What follows belongs to an exercise in optimizing a design on an open flow for small area; a production flow would make more cautious choices. The RTL was checked by simulation tests, not by an equivalence proof against the original design. Power figures rest on the tool's default switching activity, not on a simulated workload.

===== design.v =====
`timescale 1ns / 1ps
module btle_rx #
(
  parameter SAMPLE_PER_SYMBOL = 8,
  parameter GFSK_DEMODULATION_BIT_WIDTH = 16,
  parameter LEN_UNIQUE_BIT_SEQUENCE = 32,
  parameter CHANNEL_NUMBER_BIT_WIDTH = 6,
  parameter CRC_STATE_BIT_WIDTH = 24
) (
  input wire clk,
  input wire rst,
  input wire [(LEN_UNIQUE_BIT_SEQUENCE-1) : 0] unique_bit_sequence,
  input wire [(CHANNEL_NUMBER_BIT_WIDTH-1) : 0] channel_number,
  input wire [(CRC_STATE_BIT_WIDTH-1) : 0] crc_state_init_bit,
  input wire signed [(GFSK_DEMODULATION_BIT_WIDTH-1) : 0] i,
  input wire signed [(GFSK_DEMODULATION_BIT_WIDTH-1) : 0] q,
  input wire iq_valid,
  output wire hit_flag,
  output reg  decode_run,
  output reg  decode_end,
  output reg  crc_ok,
  output reg  [2:0] best_phase,
  output reg  [6:0] payload_length,
  output reg  [7:0] pdu_octet_mem_data,
  input  wire [5:0] pdu_octet_mem_addr
);
localparam [0:0] IDLE                     = 0,
                 WAIT_DECODE_END_LONGEST  = 1;
wire [7:0] hit_flag_internal;
wire [6:0] payload_length_internal [0:7];
wire [7:0] payload_length_valid;
wire [7:0] octet_internal [0:7];
wire [7:0] octet_valid;
wire [7:0] decode_end_internal;
wire [7:0] crc_ok_internal;
reg  [6:0] payload_length_store [0:7];
reg  [7:0] crc_ok_store;
reg  [7:0] decode_end_store;
wire [7:0] decode_end_and_crc_ok_store;
reg  [7:0] hit_flag_all_phase;
wire hit_flag_any;
reg  hit_flag_any_delay;
wire decode_end_all;
wire decode_end_early;
reg  [0:0] decode_end_state;
wire crst;
assign hit_flag_any = (|hit_flag_all_phase);
assign decode_end_all = (&decode_end_store);
assign decode_end_and_crc_ok_store = (decode_end_store&crc_ok_store);
assign decode_end_early = (|decode_end_and_crc_ok_store);
assign crst = rst|decode_end_early|decode_end_all;
assign hit_flag = (hit_flag_any==1 && hit_flag_any_delay==0);
always @ (posedge clk) begin
  if (rst) begin
    decode_run <= 0;
    hit_flag_any_delay <= 0;
    decode_end <= 0;
    crc_ok <= 0;
    best_phase <= 0;
    payload_length <= 0;
    decode_end_state <= IDLE;
  end else begin
    hit_flag_any_delay <= hit_flag_any;
    if (hit_flag) begin
      decode_run <= 1;
    end else if (decode_end) begin
      decode_run <= 0;
    end
    case (decode_end_and_crc_ok_store)
      8'h01 : begin best_phase <= 0; payload_length <= payload_length_store[0]; end
      8'h02 : begin best_phase <= 1; payload_length <= payload_length_store[1]; end
      8'h04 : begin best_phase <= 2; payload_length <= payload_length_store[2]; end
      8'h08 : begin best_phase <= 3; payload_length <= payload_length_store[3]; end
      8'h10 : begin best_phase <= 4; payload_length <= payload_length_store[4]; end
      8'h20 : begin best_phase <= 5; payload_length <= payload_length_store[5]; end
      8'h40 : begin best_phase <= 6; payload_length <= payload_length_store[6]; end
      8'h80 : begin best_phase <= 7; payload_length <= payload_length_store[7]; end
      default: ;
    endcase
    case(decode_end_state)
      IDLE: begin
        decode_end <= 0;
        crc_ok <= 0;
        decode_end_state <= (hit_flag? WAIT_DECODE_END_LONGEST : decode_end_state);
      end
      WAIT_DECODE_END_LONGEST: begin
        if (decode_end_early) begin
          decode_end <= 1;
          crc_ok <= 1;
          decode_end_state <= IDLE;
        end else if (decode_end_all) begin
          decode_end <= 1;
          decode_end_state <= IDLE;
        end
      end
    endcase
  end
end
reg [31:0] h [0:7];
reg [31:0] pr;             
reg [2:0]  iq_phase;
reg        v1, v2, v3, v4, v5, v6;
reg [2:0]  tag1, tag2, tag3, tag4, tag5, tag6;
reg        b2, b3, b4;
reg        info5;
integer k;
always @ (posedge clk) begin
  if (rst) begin
    for (k=0; k<8; k=k+1) h[k] <= 0;
    iq_phase <= 0;
  end else begin
    if (iq_valid) begin
      iq_phase <= iq_phase + 1;
      h[0] <= {i, q};
      for (k=1; k<8; k=k+1) h[k] <= crst ? 32'd0 : h[k-1];
    end else if (crst) begin
      for (k=0; k<8; k=k+1) h[k] <= 0;
    end
  end
end
always @ (posedge clk) begin
  pr <= crst ? 32'd0 : h[7];
  v1 <= iq_valid & ~rst;
  tag1 <= iq_phase;
end
wire signed [15:0] new_i = h[0][31:16];
wire signed [15:0] new_q = h[0][15:0];
wire signed [15:0] old_i = pr[31:16];
wire signed [15:0] old_q = pr[15:0];
wire signed [31:0] prod_a = old_i * new_q;
wire signed [31:0] prod_b = new_i * old_q;
wire cross_pos = (prod_a > prod_b);
always @ (posedge clk) begin
  b2 <= cross_pos;
  b3 <= b2;
  b4 <= b3;
  v2 <= v1 & ~crst;
  v3 <= v2 & ~crst;
  v4 <= v3 & ~crst;
  v5 <= v4 & ~crst;
  v6 <= v5 & ~crst;
  tag2 <= tag1;
  tag3 <= tag2;
  tag4 <= tag3;
  tag5 <= tag4;
  tag6 <= tag5;
end
reg  [255:0] sr;
wire [31:0]  view;
genvar g;
generate
  for (g=0; g<32; g=g+1) begin : g_view
    assign view[31-g] = sr[8*g];
  end
endgenerate
always @ (posedge clk) begin
  if (crst) begin
    sr <= 0;
  end else if (v4) begin
    sr <= {sr[254:0], b4};
  end
end
wire aa_match = (view == unique_bit_sequence);
wire [6:0] wl_init = {channel_number[0], channel_number[1], channel_number[2],
                      channel_number[3], channel_number[4], channel_number[5], 1'b1};
reg  [6:0] wl [0:7];
reg  [7:0] wl6;
always @* begin
  for (k=0; k<8; k=k+1) wl6[k] = wl[k][6];
end
always @ (posedge clk) begin
  info5 <= wl6[tag4] ^ b4;
end
wire [23:0] crc_init_sw = {crc_state_init_bit[7:0], crc_state_init_bit[15:8],
                           crc_state_init_bit[23:16]};
wire adv_pdu_flag = (channel_number==37 || channel_number==38 || channel_number==39);
reg [5:0] mcnt;
always @ (posedge clk) begin
  if (rst) mcnt <= 0;
  else mcnt <= mcnt + 1;
end
wire [5:0] rd_slot = pdu_octet_mem_addr + mcnt;
reg [511:0] ring [0:7];
generate
  for (g=0; g<8; g=g+1) begin : g_phase
    wire bv  = v5 & (tag5 == g);
    wire bvd = v6 & (tag6 == g);
    assign hit_flag_internal[g] = aa_match & bv;
    always @ (posedge clk) begin
      if (crst | hit_flag_internal[g]) begin
        wl[g] <= wl_init;
      end else if (v4 & (tag4 == g)) begin
        wl[g] <= {wl[g][5], wl[g][4], wl[g][3] ^ wl[g][6], wl[g][2], wl[g][1], wl[g][0], wl[g][6]};
      end
    end
    btle_rx_core btle_rx_core_i (
      .clk(clk),
      .rst(crst),
      .hit_flag(hit_flag_internal[g]),
      .adv_pdu_flag(adv_pdu_flag),
      .crc_init(crc_init_sw),
      .bit_valid(bv),
      .info_bit(info5),
      .bit_valid_delay(bvd),
      .payload_length(payload_length_internal[g]),
      .payload_length_valid(payload_length_valid[g]),
      .octet(octet_internal[g]),
      .octet_valid(octet_valid[g]),
      .decode_end(decode_end_internal[g]),
      .crc_ok(crc_ok_internal[g])
    );
    reg [5:0] addr_internal;
    reg       pend;
    reg [5:0] paddr;
    reg [7:0] pdata;
    wire      mrst = rst | hit_flag_internal[g];
    wire      we = pend & (paddr == ~mcnt);
    always @ (posedge clk) begin
      if (mrst) begin
        addr_internal <= 0;
      end else if (octet_valid[g]) begin
        addr_internal <= addr_internal + 1;
      end
    end
    always @ (posedge clk) begin
      if (rst) begin
        pend <= 0;
      end else if (octet_valid[g] & ~hit_flag_internal[g]) begin
        pend <= 1;
      end else if (we) begin
        pend <= 0;
      end
      if (~mrst & octet_valid[g]) begin
        paddr <= addr_internal;
        pdata <= octet_internal[g];
      end
    end
    always @ (posedge clk) begin
      ring[g] <= {ring[g][503:0], (we ? pdata : ring[g][511:504])};
    end
    always @ (posedge clk) begin
      if (rst|hit_flag_internal[g]) begin
        payload_length_store[g] <= 0;
      end else if (payload_length_valid[g]) begin
        payload_length_store[g] <= payload_length_internal[g];
      end
    end
    always @ (posedge clk) begin
      if (rst|hit_flag_internal[g]) begin
        crc_ok_store[g] <= 0;
        decode_end_store[g] <= 0;
      end else if (decode_end_internal[g]) begin
        crc_ok_store[g] <= crc_ok_internal[g];
        decode_end_store[g] <= 1;
      end
    end
    always @ (posedge clk) begin
      if (rst|decode_end_internal[g]|decode_end_early|decode_end_all) begin
        hit_flag_all_phase[g] <= 0;
      end else if (hit_flag_internal[g]) begin
        hit_flag_all_phase[g] <= 1;
      end
    end
  end
endgenerate
wire [511:0] ring_sel = ring[best_phase];
always @* begin
  pdu_octet_mem_data = ring_sel[8*rd_slot +: 8];
end
endmodule
`timescale 1ns / 1ps
module btle_rx_core (
  input wire clk,
  input wire rst,
  input wire hit_flag,
  input wire adv_pdu_flag,
  input wire [23:0] crc_init,
  input wire bit_valid,
  input wire info_bit,
  input wire bit_valid_delay,
  output reg  [6:0] payload_length,
  output reg  payload_length_valid,
  output reg  [7:0] octet,
  output reg  octet_valid,
  output reg  decode_end,
  output reg  crc_ok
);
localparam [1:0] IDLE           = 0,
                 EXTRACT_LENGTH = 1,
                 CHECK_CRC      = 2;
reg  [1:0] phy_rx_state;
reg  [9:0] bit_count;
wire [6:0] octet_count = bit_count[9:3];
reg  [23:0] lfsr;
wire new_bit = lfsr[23]^info_bit;
always @ (posedge clk) begin
  if (rst | hit_flag) begin
    lfsr <= crc_init;
  end else if (bit_valid) begin
    lfsr[0] <= new_bit;
    lfsr[1] <= lfsr[0]^new_bit;
    lfsr[2] <= lfsr[1];
    lfsr[3] <= lfsr[2]^new_bit;
    lfsr[4] <= lfsr[3]^new_bit;
    lfsr[5] <= lfsr[4];
    lfsr[6] <= lfsr[5]^new_bit;
    lfsr[7] <= lfsr[6];
    lfsr[8] <= lfsr[7];
    lfsr[9] <= lfsr[8]^new_bit;
    lfsr[10] <= lfsr[9]^new_bit;
    lfsr[23:11] <= lfsr[22:10];
  end
end
always @ (posedge clk) begin
  if (rst) begin
    octet <= 0;
    octet_valid <= 0;
    bit_count <= 0;
    payload_length <= 0;
    payload_length_valid <= 0;
    decode_end <= 0;
    crc_ok <= 0;
    phy_rx_state <= IDLE;
  end else begin
    case(phy_rx_state)
      IDLE: begin
        octet <= 0;
        octet_valid <= 0;
        bit_count <= 0;
        payload_length <= 0;
        payload_length_valid <= 0;
        decode_end <= 0;
        crc_ok <= 0;
        phy_rx_state <= (hit_flag? EXTRACT_LENGTH : phy_rx_state);
      end
      EXTRACT_LENGTH: begin
        if (bit_valid) begin
          octet[7] <= info_bit;
          octet[6:0] <= octet[7:1];
          bit_count <= bit_count + 1;
        end
        if (octet_count == 2) begin
          payload_length <= (adv_pdu_flag? octet[5:0] : octet[4:0]);
          payload_length_valid <= 1;
          bit_count <= 0;
          phy_rx_state <= CHECK_CRC;
        end
        octet_valid <= (octet_count>=1? (bit_valid_delay && bit_count[2:0] == 0) : octet_valid);
      end
      CHECK_CRC: begin
        payload_length_valid <= 0;
        if (bit_valid) begin
          octet[7] <= info_bit;
          octet[6:0] <= octet[7:1];
          bit_count <= bit_count + 1;
        end
        if (octet_count == (payload_length+3)) begin
          decode_end <= 1;
          crc_ok <= (lfsr == 0);
          phy_rx_state <= IDLE;
        end else if (octet_count >= 1 && octet_count <= payload_length) begin
          octet_valid <= (bit_valid_delay && bit_count[2:0] == 0);
        end else begin
          octet_valid <= 0;
        end
      end
      default: ;
    endcase
  end
end
endmodule

===== run.sh =====
#!/bin/bash
# synth_recipe.tcl (not shown) runs the flow's synth.tcl, then flattens the netlist and writes it again
# the make line also repeats each setting of config.mk as NAME=value (left out here)
make -C /OpenROAD-flow-scripts/flow DESIGN_CONFIG=/design/flow/config.mk WORK_HOME=/design/flow/orfs CLKGATE_MAP_FILE= SYNTH_SCRIPT=/design/flow/synth_recipe.tcl finish

===== config.mk =====
export PLATFORM = sky130hd
export DESIGN_NAME = btle_rx
export DESIGN_NICKNAME = btle_rx
export VERILOG_FILES = /design/flow/design.v
export SDC_FILE = /design/flow/constraint.sdc
export NUM_CORES = 4
export LEC_CHECK = 0
export CAP_MARGIN = 20
export CORE_MARGIN = 2
export CORE_UTILIZATION = 35
export PLACE_DENSITY = 0.5
export SLEW_MARGIN = 20

===== constraint.sdc =====
create_clock -name core_clock -period 20.0 [get_ports {clk}]
set_input_delay 4.0000 -clock core_clock [delete_from_list [all_inputs] [get_ports {clk}]]
set_output_delay 4.0000 -clock core_clock [all_outputs]
set_load 0.01 [all_outputs]

==> impl_table.tex <==
\begin{tabular}{lr}
\hline
Metric & Value \\
\hline
\multicolumn{2}{l}{\textbf{Clocking}} \\
\quad CTS Buf Count & 565 \\
\quad H-Tree Depth & 6 \\
\quad TritonCTS clock tree & built \\
\quad Skew-Pair Late Insertion Delay & 1.04 ns \\
\quad Max Buffers Root-to-Sink & 4 \\
\quad \# hold bufs at CTS & 0 \\
\quad Library cell used as clock root buffer & clkbuf\_16 \\
\quad Post-CTS Resized & 0 \\
\quad Clock slew at reported path FFs & 0.06 ns \\
\quad Post-CTS setup-driven buffer insertion count & 0 \\
\quad Number of clock sinks & 5412 \\
\multicolumn{2}{l}{\textbf{Synth}} \\
\quad Post-synth EDFFs & 352 \\
\quad Syn Inst Count & 16680 \\
\quad Register area share after synthesis & 58.47\% \\
\quad Share of the synthesized area in the top cell type & 52.95\% \\
\quad Average size of a mapped cell & 11.47 µm² \\
\quad Share of synthesized flip-flops with an asynchronous set or reset & 0\% \\
\quad Total number of yosys warnings & 10 \\
\quad Net count of the mapped netlist & 17630 \\
\quad Flops \& latches, synth & 5412 \\
\quad Count of unique library cells instantiated by Yosys & 95 \\
\quad Top cell type by total area after synthesis & dfxtp\_1 \\
\quad Cells taking the most area after synthesis & dfxtp\_1 (53\%), edfxtp\_1 (5.5\%), fa\_1 (5.5\%) \\
\quad Synthesized area & 191300 µm² \\
\quad Predominant post-synthesis flop cell & dfxtp\_1 \\
\multicolumn{2}{l}{\textbf{Critical path}} \\
\quad Worst-path cell chain & clkdlybuf4s50\_1, ha\_4, buf\_12, buf\_4, a221o\_1, a221oi\_1, o21ai\_0, nand3\_1, o21ai\_0, o21ai\_1, a2111oi\_2, nor3\_1, nor4\_2, clkdlybuf4s50\_1 \\
\quad Crit path largest cell delay & 0.90 ns \\
\quad Crit path buf inv count & 4 \\
\quad Cell family with most CP delay & buffers and inverters \\
\quad CP max FO & 56 \\
\quad Worst Setup Start Kind & primary input \\
\quad WP data required & 16.00 ns \\
\quad Master of the slowest instance on the critical path & nor4\_2 \\
\quad Worst Path Class, Setup & in2out \\
\quad Arrival @ worst endpoint & 9.78 ns \\
\quad Worst Setup End Kind & output pin \\
\multicolumn{2}{l}{\textbf{Floorplanning}} \\
\quad Die Height & 743.3 µm \\
\quad Horizontal extent of the die & 743.3 µm \\
\quad Number of cell rows & 271 \\
\quad Standard cell core area & 544600 µm² \\
\quad Overall die area & 552600 µm² \\
\quad Starting Density & 35.13\% \\
\quad Boundary pin count & 125 \\
\multicolumn{2}{l}{\textbf{Cells and area}} \\
\quad Nets & 17560 \\
\quad Fill cell total of the finished layout & 52540 \\
\quad Layout-stage area growth over the synthesis result & 13.94\% \\
\quad Share of cells above drive strength 1 & 9.911\% \\
\multicolumn{2}{l}{\textbf{Timing}} \\
\quad Number of failing hold endpoints at the final stage & 0 \\
\quad Number of failing setup endpoints in the final timing report & 0 \\
\quad Max Transition Viols Final & 0 \\
\quad Max Freq & 72.59 MHz \\
\quad Unrepaired setup endpoints after global routing & no \\
\quad Worst Clk Skew & 0.06596 ns \\
\quad Remaining max-slew budget at the tightest pin & 26.07\% \\
\quad Setup\_tns & 0 ns \\
\quad Post-layout minimum cycle time & 13.78 ns \\
\quad Actual slew at the worst max-slew pin & 1.108 ns \\
\quad Portion of the clock cycle consumed by the worst path in the final layout & 68.88\% \\
\multicolumn{2}{l}{\textbf{Pwr}} \\
\quad Total power & 22560 µW \\
\quad Areal power density over the cells & 103.5 nW/µm² \\
\quad Cell leakage power & 0.08383 µW \\
\quad Max rail drop VDD & 0.00009536 V \\
\multicolumn{2}{l}{\textbf{Placed design}} \\
\quad Routability congestion estimate & 0.8217 \\
\quad Detail Placement HPWL & 369.3 mm \\
\quad IO Port Bufs & 123 \\
\multicolumn{2}{l}{\textbf{Global routing}} \\
\quad Maximum number of pins on one net before global-route repair & 186 \\
\quad Total congestion overflow & 0 \\
\quad Antenna violations before repair & 23 \\
\quad Number of global-route vias before repair & 125500 \\
\quad First-pass GRT wire length & 853.2 mm \\
\quad Global-route total usage across every layer & 20.32\% \\
\multicolumn{2}{l}{\textbf{Worst hold path}} \\
\quad Hold crit path type & reg2reg \\
\multicolumn{2}{l}{\textbf{Routing}} \\
\quad Number of routed nets with antenna violations & 0 \\
\quad Mean number of vias per cell & 5.113 \\
\quad Average wire per standard cell & 23.78 µm \\
\quad Via total after detailed routing & 124300 \\
\quad 1st-pass router iterations & 7 \\
\quad Total Wirelength & 578.0 mm \\
\quad Initial DRC Count & 10280 \\
\quad DR DRC count & 0 \\
\multicolumn{2}{l}{\textbf{Run}} \\
\quad Count of max-cap constraint violations & 0 \\
\multicolumn{2}{l}{\textbf{Outcome}} \\
\quad Status & complete, no violations \\
\hline
\end{tabular}
-- kinds of logic (layout without fill, tap and decap cells) --
logic type	after synthesis	in the layout	share of synthesized area, %
AND/OR/NAND/NOR	3736	3736	8.516
XOR/XNOR	412	412	1.886
AO/OA/AOI/OAI	3075	3075	10.88
flip-flops	5412	5412	58.47
multiplexers	1471	1471	8.595
buffers and inverters	1735	2115	4.099
adder cells (fa/ha/maj)	840	840	7.554
other	1	11	0.001960
-- area by class of cell --
type / instances / area [µm²] / area share (%)
diodes: 10 / 25.02 / 0.01148
clock buffers: 857 / 17060 / 7.827
clock inverters: 157 / 1837 / 0.8426
inverters: 732 / 2780 / 1.275
multi-input cells: 9535 / 71990 / 33.02
flip-flops and latches: 5412 / 111900 / 51.32
well taps: 7234 / 9051 / 4.152
repair buffers: 369 / 3363 / 1.543
-- Yosys cell counts, types with 310 or more instances --
| master | count |
|---|---|
| dfxtp_1 | 5060 |
| nand2_1 | 1484 |
| nor2_1 | 1268 |
| mux2i_1 | 1029 |
| o21ai_0 | 741 |
| inv_1 | 730 |
| a21oi_1 | 582 |
| fa_1 | 525 |
| clkbuf_1 | 481 |
| a221oi_1 | 437 |
| edfxtp_1 | 352 |
| mux2_2 | 334 |
| ha_1 | 315 |
| buf_2 | 310 |
-- flip-flops by register name (all words and copies together) (netlist names), 56 cells and up --
register	flops
sr	249
ring	4096
h	256
g_phase.btle_rx_core_i.octet	64
g_phase.btle_rx_core_i.bit_count	80
wl	56
g_phase.pdata	64
g_phase.btle_rx_core_i.lfsr	192
-- power breakdown --
part	total [µW]	internal (µW)	switching (µW)
combinational	880	279	601
sequential	11000	11000	68.9
clock	10600	6270	4370
-- final timing paths --
kind | start | end | slack [ns] | depth (start not counted)
setup / recovery | pdu_octet_mem_addr[0] | pdu_octet_mem_data[4] | 6.22 | 14
hold / removal | ring[6][168]$_DFF_P_ | ring[6][176]$_DFF_P_ | 0.29 | 0
setup reg to reg | h[0][1]$_SDFF_PP0_ | b2$_DFF_P_ | 10.75 | 33
hold reg to reg | ring[6][168]$_DFF_P_ | ring[6][176]$_DFF_P_ | 0.29 | 0
-- through the flow --
step                util [%]  cells  instance area [µm²]  setup slack, ns  hold WS [ns]
finish                 40.03  24310               218000            6.225        0.2942
CTS                    40.02  24290               217900            6.277        0.2946
detailed placement     36.55  23280               199000            6.272        0.3121
global placement       36.54  23280               199000            6.238        0.3100
global route           40.03  24300               218000            6.209        0.3206
floorplan                  -  16680               191300            9.292        0.3096
-- metal layers --
metal | GRT usage (%) | up-vias | part of all wire, %
li1 | - | 57860 | -
met3 | 2.768 | 813 | 5.3
met5 | 0 | - | 0.0099
met1 | 28.92 | 62230 | 47
met4 | 5.359 | 8 | 2.5
met2 | 32.40 | 3349 | 45
-- placed cells by master, fill, tap and decap left out, drive strengths merged, types with 41 or more instances in the layout --
master         count
dfxtp           5060
nand2           1484
nor2            1272
mux2i           1029
clkbuf           857
o21ai            761
inv              761
a21oi            582
fa               525
a221oi           441
edfxtp           352
mux2             339
ha               315
and2             285
buf              248
a22oi            230
xnor2            229
nand3            185
xor2             183
a211oi           142
a31oi            124
clkdlybuf4s50    121
o22ai            118
nor3             105
mux4             103
nor4             101
a22o              96
clkinv            92
o221ai            91
a221o             90
nand2b            75
nand4             74
o211ai            65
and3              43
nor2b             42
o21a              41

-- separate check: timing with driven ports --
Ports are ideal in the flow. The routed layout listed here was re-timed in OpenROAD. Step 1 assumes that a clkbuf_16 drives the clock port and a buf_2 every other input. Step 2 also shifts input and output timing later by t, the mid clock arrival at the registers, as if the neighbouring blocks saw the same clock. Three values: no drivers, after step 1, after step 2; two values: the first two.
t, ns: 1.125
setup slack, ns: 6.225 / 6.205 / 6.205
worst setup path after step 2: input to output
After both steps setup and hold are still met in this run. The setup slack of this run moves by -0.020 ns with the drivers and by -0.020 ns with both steps.
